This design comes from an exercise in tuning for small area, a short achievable clock period and few clock cycles on the open sky130 flow, not from production work. Only simulation tests tie the RTL to the original design; equivalence was not proved. The clock input has no modelled driver; a real chip could not lean on it and would need a root buffer or a full tree.

// ELA
module ELA(clk, rst, ready, in_data, data_rd, req, wen, addr, data_wr, done);
	input				clk;
	input				rst;
	input				ready;
	input		[7:0]	in_data;
	input		[7:0]	data_rd;
	output 	reg			req;
	output 	reg			wen;
	output 	reg	[12:0]	addr;
	output 	reg	[7:0]	data_wr;
	output 	reg			done;
localparam S_IDLE = 3'd0, S_ARR = 3'd1, S_PRO = 3'd2, S_TRI = 3'd3, S_DONE = 3'd4;
reg [2:0] st;
reg [1:0] sub;
wire [4:0] R = addr[12:8];
wire       o = addr[7];
wire [6:0] C = addr[6:0];
wire arr  = (st == S_ARR);
wire pro  = (st == S_PRO);
wire tri_ = (st == S_TRI);
wire arr_end  = arr & (C == 7'd126);
wire last_arr = arr_end & (R != 5'd0);                
wire tri_end  = tri_ & (sub == 2'd2) & (C == 7'd1);   
always @(posedge clk or posedge rst) begin
  if (rst) begin
    st <= S_IDLE; sub <= 2'd0;
    req <= 1'b0; wen <= 1'b0; done <= 1'b0;
  end else begin
    req <= 1'b0;
    case (st)
      S_IDLE: if (ready) begin st <= S_ARR; req <= 1'b1; end
      S_ARR: begin
        if (last_arr) st <= S_PRO;
        else if (arr_end) req <= 1'b1;
      end
      S_PRO: begin
        sub <= sub + 2'd1;
        if (sub == 2'd3) st <= S_TRI;
      end
      S_TRI: begin
        sub <= (sub == 2'd2) ? 2'd0 : sub + 2'd1;
        if (tri_end) begin
          if (R == 5'd31) st <= S_DONE;
          else begin st <= S_ARR; req <= 1'b1; end
        end
      end
      default: ;
    endcase
    wen  <= (arr & ~last_arr) | (pro & sub == 2'd1) |
            (tri_ & sub == 2'd0 & C != 7'd1) | tri_end;
    done <= (st == S_DONE);
  end
end
reg [4:0] dR;
reg [6:0] dC;
reg       nO;
always @(*) begin
  dR = 5'd0; dC = 7'd0; nO = o;
  case (st)
    S_ARR: begin
      dC = last_arr ? 7'd2 : 7'd1;
      if (req) begin dR = {4'd0, 1'b1} + {4'd0, o}; nO = 1'b0; end
    end
    S_PRO: case (sub)
      2'd0: dR = -5'd1;
      2'd1: begin dR = 5'd1; dC = -7'd1; end
      2'd2: dC = 7'd2;
      default: dR = -5'd1;
    endcase
    S_TRI: case (sub)
      2'd0: begin dC = -7'd2; nO = 1'b1; end
      2'd1: begin dR = 5'd1; dC = 7'd3; nO = 1'b0; end
      default: begin
        dR = -5'd1;
        if (C == 7'd1) begin dC = -7'd2; nO = 1'b1; end
      end
  ...
Size: roughly 410 cells after synthesis, roughly 93 flip-flops, ~43 I/O pins.
==> flow/config.mk <==
export PLATFORM = sky130hd
export DESIGN_NAME = ELA
export DESIGN_NICKNAME = ELA
export VERILOG_FILES = /design/flow/design.v
export SDC_FILE = /design/flow/constraint.sdc
export NUM_CORES = 4
export LEC_CHECK = 0
export CAP_MARGIN = 40
export CORE_MARGIN = 2
export CORE_UTILIZATION = 50
export GPL_ROUTABILITY_DRIVEN = 1
export PLACE_DENSITY = 0.6
export SLEW_MARGIN = 40
==> flow/constraint.sdc <==
create_clock -name core_clock -period 13.0 [get_ports {clk}]
set_input_delay 2.6000 -clock core_clock [delete_from_list [all_inputs] [get_ports {clk}]]
set_output_delay 2.6000 -clock core_clock [all_outputs]
set_load 0.01 [all_outputs]
standard.sh (not shown) runs the stock make flow with config.mk's settings and CLKGATE_MAP_FILE= SYNTH_SCRIPT=/design/flow/synth_recipe.tcl, a recipe that flattens the netlist after the stock synthesis.
==> flow/flow/run.sh <==
#!/bin/bash
export BUFFER_PORTS_ARGS="-buffer_cell sky130_fd_sc_hd__buf_2"
export CTS_ARGS="-sink_clustering_enable -repair_clock_nets -dont_use_dummy_load -sink_clustering_size 110 -sink_clustering_max_diameter 1000 -sink_clustering_levels 1 -buf_list sky130_fd_sc_hd__clkbuf_16"
bash standard.sh > standard.log 2>&1
The starting point went through all stages and came out clean.
Testbench counts at the start, summed over its fixed seeds: cycles 129,008.
Change:
==> flow/flow/run.sh (replaced) <==
#!/bin/bash
export BUFFER_PORTS_ARGS="-buffer_cell sky130_fd_sc_hd__buf_2"
export CTS_ARGS="-sink_clustering_enable -repair_clock_nets -dont_use_dummy_load -sink_clustering_size 110 -sink_clustering_max_diameter 1000 -sink_buffer_max_cap_derate 1.0 -buf_list sky130_fd_sc_hd__clkbuf_16"
bash standard.sh > standard.log 2>&1
Final area is unchanged.
Via count is unchanged.
Cell count is unchanged.
Count of clock-buffer cells in the layout does not change.
Worst setup slack is unchanged.
Sequential share of layout area is unchanged.
Global-route usage stays the same.
Change:
==> flow/flow/run.sh (replaced) <==
#!/bin/bash
export BUFFER_PORTS_ARGS="-buffer_cell sky130_fd_sc_hd__buf_2"
export CTS_ARGS="-sink_clustering_enable -repair_clock_nets -dont_use_dummy_load -sink_clustering_size 110 -sink_clustering_max_diameter 1000 -buf_list sky130_fd_sc_hd__clkbuf_16"
bash standard.sh > standard.log 2>&1
Outcome: The changed run passed the timing, DRC and antenna checks; setup slack does not change; synthesized area stays the same; core utilization is unchanged; wire length does not change; die area does not change; first-iteration DRC count does not change; final area stays the same; critical path depth is unchanged.
Change:
==> flow/flow/run.sh (replaced) <==
#!/bin/bash
export BUFFER_PORTS_ARGS="-buffer_cell sky130_fd_sc_hd__buf_2"
export CTS_ARGS="-repair_clock_nets -dont_use_dummy_load -buf_list sky130_fd_sc_hd__clkbuf_16 -root_buf sky130_fd_sc_hd__clkbuf_16"
bash standard.sh > standard.log 2>&1
Worst hold slack is unchanged.
Core utilization stays the same.
Design area does not change.
Change:
==> flow/flow/run.sh (replaced) <==
#!/bin/bash
export BUFFER_PORTS_ARGS="-buffer_cell sky130_fd_sc_hd__buf_2"
export CTS_ARGS="-sink_clustering_enable -repair_clock_nets -dont_use_dummy_load -sink_clustering_size 60 -sink_clustering_max_diameter 200"
bash standard.sh > standard.log 2>&1
=> The changed run passed the timing, DRC and antenna checks. Worst hold slack stays flat. Die area stays the same. Clock skew came out higher by 9.3 ps. Setup slack degrades by 25 ps. Global-route usage stays flat. Cell area came out lower by a few percent. Final cell count does not change.

---

## fjord
ELA, a different RTL version from the one above (not shown whole).
Size: roughly 97 flip-flops, roughly 43 I/O pins.
==> flow/config.mk <==
export PLATFORM = sky130hd
export DESIGN_NAME = ELA
export DESIGN_NICKNAME = ELA
export VERILOG_FILES = /design/flow/design.v
export SDC_FILE = /design/flow/constraint.sdc
export NUM_CORES = 4
export LEC_CHECK = 0
export CAP_MARGIN = 40
export CORE_MARGIN = 2
export CORE_UTILIZATION = 70
export GPL_ROUTABILITY_DRIVEN = 1
export PLACE_DENSITY = 0.8
export SLEW_MARGIN = 40
==> flow/constraint.sdc <==
create_clock -name core_clock -period 13.0 [get_ports {clk}]
set_input_delay 2.6000 -clock core_clock [delete_from_list [all_inputs] [get_ports {clk}]]
set_output_delay 2.6000 -clock core_clock [all_outputs]
set_load 0.01 [all_outputs]
==> flow/flow/run.sh <==
#!/bin/bash
# The standard layout (standard.sh) up to placement, then flow/cts.tcl in
# place of ORFS's CTS step, then standard.sh for the rest. The changes:
#  - port buffers are buf_2 cells (BUFFER_PORTS_ARGS), turned into buf_1 on the
#    inputs by flow/cts.tcl;
#  - flip-flops driving an output port and internal logic get a stronger
#    drive (flow/cts.tcl);
#  - output port buffers sit next to the flip-flops driving them (flow/cts.tcl);
#  - the clock tree is one level: the clock port drives four clkbuf_16 cells,
#    each driving the flip-flops of one quarter of the die
#    (flow/cts.tcl), instead of TritonCTS's two-level H-tree.
# Each tool's output goes to a log file of its own in this folder.
set -euo pipefail
export BUFFER_PORTS_ARGS="-buffer_cell sky130_fd_sc_hd__buf_2"
bash standard.sh place > place.log 2>&1
RES=$PWD/orfs/results/$FLOW_PLATFORM/ELA/base
RES=$RES openroad -no_init -exit flow/cts.tcl > cts.log 2>&1
cp $RES/4_1_cts.odb $RES/4_cts.odb
cp $RES/4_cts.sdc.tmp $RES/4_cts.sdc
bash standard.sh finish > finish.log 2>&1
==> flow/flow/cts.tcl <==
# Runs after ORFS placement and replaces its CTS step:
#  - flip-flops that drive an output port buffer and internal logic get a
#    stronger drive, and each output port buffer moves next to its flip-flop;
#  - input port buffers become buf_1;
#  - one-level clock tree: the clock sinks are split into four quadrant groups,
#    each driven by a clkbuf_16 at its centroid, all four fed by the clock port;
# then the design is legalized and the CTS results that the rest of the ORFS
# flow reads are written.
set plat $::env(FLOW_HOME)/platforms/$::env(FLOW_PLATFORM)
read_liberty $plat/lib/sky130_fd_sc_hd__tt_025C_1v80.lib
read_db $::env(RES)/3_place.odb
read_sdc $::env(RES)/3_place.sdc
source $plat/setRC.tcl

set db [ord::get_db]
set block [ord::get_db_block]

# Flip-flops that drive an output port's buffer and also internal logic get
# the 2x drive strength of their cell, so the output path stays short.
foreach bt [$block getBTerms] {
  if {[$bt getIoType] ne "OUTPUT"} continue
  set obuf [[lindex [[$bt getNet] getITerms] 0] getInst]
  set q [[$obuf findITerm A] getNet]
  foreach it [$q getITerms] {
    if {![$it isOutputSignal]} continue
    set ff [$it getInst]
    set mname [[$ff getMaster] getName]
    if {[llength [$q getITerms]] > 2 && [regexp {^(sky130_fd_sc_hd__df[a-z]+p)_1$} $mname -> base]} {
      puts "upsize [$ff getName] $mname -> ${base}_2"
      $ff swapMaster [$db findMaster ${base}_2]
    }
  }
}
# Each output port buffer goes next to the flip-flop that drives it, so the
# weak flip-flop output sees a short wire and the buffer drives the long one.
foreach bt [$block getBTerms] {
  if {[$bt getIoType] ne "OUTPUT"} continue
  set obuf [[lindex [[$bt getNet] getITerms] 0] getInst]
  set q [[$obuf findITerm A] getNet]
  foreach it [$q getITerms] {
    if {![$it isOutputSignal]} continue
    set ff [$it getInst]
    lassign [$ff getLocation] fx fy
    set w [[$ff getMaster] getWidth]
    $obuf setLocation [expr {$fx + $w}] $fy
    puts "move [$obuf getName] next to [$ff getName]"
  }
}

# Input port buffers only drive internal logic: use the 1x buffer for them.
foreach bt [$block getBTerms] {
  if {[$bt getIoType] ne "INPUT"} continue
  set n [$bt getNet]
  if {$n eq "NULL"} continue
  foreach it [$n getITerms] {
    set b [$it getInst]
    if {[[$b getMaster] getName] eq "sky130_fd_sc_hd__buf_2"} {
      puts "input buffer [$b getName] -> buf_1"
      $b swapMaster [$db findMaster sky130_fd_sc_hd__buf_1]
    }
  }
}

set master [$db findMaster sky130_fd_sc_hd__clkbuf_16]
set clk [$block findNet clk]
set sinks {}
foreach it [$clk getITerms] {
  set inst [$it getInst]
  set bb [$inst getBBox]
  lappend sinks [list [expr {([$bb xMin] + [$bb xMax]) / 2}] [expr {([$bb yMin] + [$bb yMax]) / 2}] $it]
}
# groups: split by x into two halves, then each half by y into two
set sinks [lsort -integer -index 0 $sinks]
set n [llength $sinks]
set h [expr {$n / 2}]
set groups {}
foreach half [list [lrange $sinks 0 [expr {$h - 1}]] [lrange $sinks $h end]] {
  set half [lsort -integer -index 1 $half]
  set m [llength $half]
  set q [expr {$m / 2}]
  lappend groups [lrange $half 0 [expr {$q - 1}]] [lrange $half $q end]
}
puts "clock sinks: $n"
set g 0
foreach grp $groups {
  set sx 0; set sy 0
  foreach s $grp { incr sx [lindex $s 0]; incr sy [lindex $s 1] }
  set cx [expr {$sx / [llength $grp]}]
  set cy [expr {$sy / [llength $grp]}]
  set buf [odb::dbInst_create $block $master "clkbuf_leaf_$g"]
  set net [odb::dbNet_create $block "clknet_leaf_$g"]
  $net setSigType CLOCK
  foreach s $grp {
    set it [lindex $s 2]
    $it disconnect
    $it connect $net
  }
  [$buf findITerm A] connect $clk
  [$buf findITerm X] connect $net
  $buf setLocation $cx $cy
  $buf setPlacementStatus PLACED
  puts "buffer $g: [llength $grp] sinks at $cx $cy"
  incr g
}
$clk setSigType CLOCK
set_propagated_clock [all_clocks]
detailed_placement
estimate_parasitics -placement
report_clock_skew
repair_timing -hold -verbose
detailed_placement
check_placement -verbose
report_checks -path_delay max -group_path_count 3 -format end
write_db $::env(RES)/4_1_cts.odb
write_sdc -no_timestamp $::env(RES)/4_cts.sdc.tmp
Per the final summary, fjord finished and its layout is clean on timing, DRC and antenna.
Testbench counts of fjord, summed over its fixed seeds: cycles 129,008.
--- input diff fjord..delta ---
diff --git a/flow/flow/run.sh b/flow/flow/run.sh
--- a/flow/flow/run.sh
+++ b/flow/flow/run.sh
@@ -2,2 +2 @@
-# The standard layout (standard.sh) up to placement, then flow/cts.tcl in
-# place of ORFS's CTS step, then standard.sh for the rest. The changes:
+# The standard layout with two changes:
@@ -6,2 +4,0 @@
-#  - flip-flops driving an output port and internal logic get a stronger
-#    drive (flow/cts.tcl);
diff --git a/flow/flow/cts.tcl b/flow/flow/cts.tcl
--- a/flow/flow/cts.tcl
+++ b/flow/flow/cts.tcl
@@ -1,8 +1,3 @@
-# Runs after ORFS placement and replaces its CTS step:
-#  - flip-flops that drive an output port buffer and internal logic get a
-#    stronger drive, and each output port buffer moves next to its flip-flop;
-#  - input port buffers become buf_1;
-#  - one-level clock tree: the clock sinks are split into four quadrant groups,
-#    each driven by a clkbuf_16 at its centroid, all four fed by the clock port;
-# then the design is legalized and the CTS results that the rest of the ORFS
-# flow reads are written.
+# One-level clock tree: split the clock sinks into four quadrant groups, give each
+# group a clkbuf_16 at its centroid, legalize, and write the CTS results that
+# the rest of the ORFS flow reads.
@@ -19 +14 @@
-# the 2x drive strength of their cell, so the output path stays short.
+# the 4x drive strength of their cell, so the output path stays short.
@@ -29,2 +24,2 @@
-      puts "upsize [$ff getName] $mname -> ${base}_2"
-      $ff swapMaster [$db findMaster ${base}_2]
+      puts "upsize [$ff getName] $mname -> ${base}_4"
+      $ff swapMaster [$db findMaster ${base}_4]
--- outcome ---
delta vs fjord, slowest library cell on the worst path: dfxtp_4 vs edfxtp_1. Compared with fjord, in delta clock period minus worst slack flat. From fjord to delta the numbers moved as follows: length of routed met2 wiring stayed essentially flat; design area went up by about 0.7%. Final worst slack: fjord vs delta — no meaningful difference. | final wirelength | delta vs fjord | ≈ equal |.
The inputs of pepper differ from those of delta as listed below.
diff --git a/flow/flow/run.sh b/flow/flow/run.sh
--- a/flow/flow/run.sh
+++ b/flow/flow/run.sh
@@ -2 +2,2 @@
-# The standard layout with two changes:
+# The standard layout (standard.sh) up to placement, then flow/cts.tcl in
+# place of ORFS's CTS step, then standard.sh for the rest. The changes:
@@ -4,0 +6,2 @@
+#  - flip-flops driving an output port and internal logic get a stronger
+#    drive (flow/cts.tcl);
diff --git a/flow/flow/cts.tcl b/flow/flow/cts.tcl
--- a/flow/flow/cts.tcl
+++ b/flow/flow/cts.tcl
@@ -1,3 +1,8 @@
-# One-level clock tree: split the clock sinks into four quadrant groups, give each
-# group a clkbuf_16 at its centroid, legalize, and write the CTS results that
-# the rest of the ORFS flow reads.
+# Runs after ORFS placement and replaces its CTS step:
+#  - flip-flops that drive an output port buffer and internal logic get a
+#    stronger drive, and each output port buffer moves next to its flip-flop;
+#  - input port buffers become buf_1;
+#  - one-level clock tree: the clock sinks are split into four quadrant groups,
+#    each driven by a clkbuf_16 at its centroid, all four fed by the clock port;
+# then the design is legalized and the CTS results that the rest of the ORFS
+# flow reads are written.
@@ -13,16 +17,0 @@
-# Flip-flops that drive an output port's buffer and also internal logic get
-# the 4x drive strength of their cell, so the output path stays short.
-foreach bt [$block getBTerms] {
-  if {[$bt getIoType] ne "OUTPUT"} continue
-  set obuf [[lindex [[$bt getNet] getITerms] 0] getInst]
-  set q [[$obuf findITerm A] getNet]
-  foreach it [$q getITerms] {
-    if {![$it isOutputSignal]} continue
-    set ff [$it getInst]
-    set mname [[$ff getMaster] getName]
-    if {[llength [$q getITerms]] > 2 && [regexp {^(sky130_fd_sc_hd__df[a-z]+p)_1$} $mname -> base]} {
-      puts "upsize [$ff getName] $mname -> ${base}_4"
-      $ff swapMaster [$db findMaster ${base}_4]
-    }
-  }
-}
--- outcome ---
pepper completed end to end with timing, DRC and antenna clean.
Relative to delta, the wire length of the first global-routing pass of pepper is lower by 110 um.
Data arrival time of the critical path: pepper vs delta up 40 ps
Sort delta and pepper by post-layout worst setup margin asc -> top: pepper
Share of the final layout cell area in multi-input gates: pepper vs delta up 0.41 points
Summary of pepper over delta: area added between synthesis and finish decreased 1.1 points; transition at the pin with the smallest max-transition slack essentially unchanged.
Pin count of the biggest net entering global routing: pepper vs delta, no meaningful difference
Between delta and pepper, met3 routed wirelength decreased.
Relative to delta, amount of wire on met2 after detailed routing has decreased by 0.61% in pepper.
No run of this note takes its clock network from TritonCTS; it comes from the design's own scripts or RTL.

[re-timing with driven ports]
No port has a modelled driver above. Below, the same layouts with a new extraction and two added sets of constraints.
Step 1 assumes that a clkbuf_16 drives the clock port and a buf_2 every other input.
Step 2, shift: input delay + t, output delay - t, t = (earliest + latest rising clock arrival at the registers) / 2. This alone moves slack from input paths to output paths.
Slacks: ideal / step 1 / step 2; pairs: ideal / step 1.
run | shift t [ns] | setup slack, ns | hold slack, ns
the first run of note 1 | 0.361 | 9.343 / 9.307 / 9.668 | 0.312 / 0.312 / 0.312
the second run of note 1 | 0.361 | 9.343 / 9.307 / 9.668 | 0.312 / 0.312 / 0.312
the third run of note 1 | 0.361 | 9.343 / 9.307 / 9.668 | 0.312 / 0.312 / 0.312
the fourth run of note 1 | 0.361 | 9.343 / 9.307 / 9.668 | 0.312 / 0.312 / 0.312
the fifth run of note 1 | 0.377 | 9.317 / 9.286 / 9.663 | 0.310 / 0.310 / 0.310
fjord | 0.229 | 9.735 / 9.656 / 9.803 | 0.329 / 0.329 / 0.329
delta | 0.227 | 9.736 / 9.661 / 9.801 | 0.331 / 0.331 / 0.331
pepper | 0.229 | 9.696 / 9.617 / 9.802 | 0.331 / 0.331 / 0.331
After both steps every run listed still meets setup and hold.
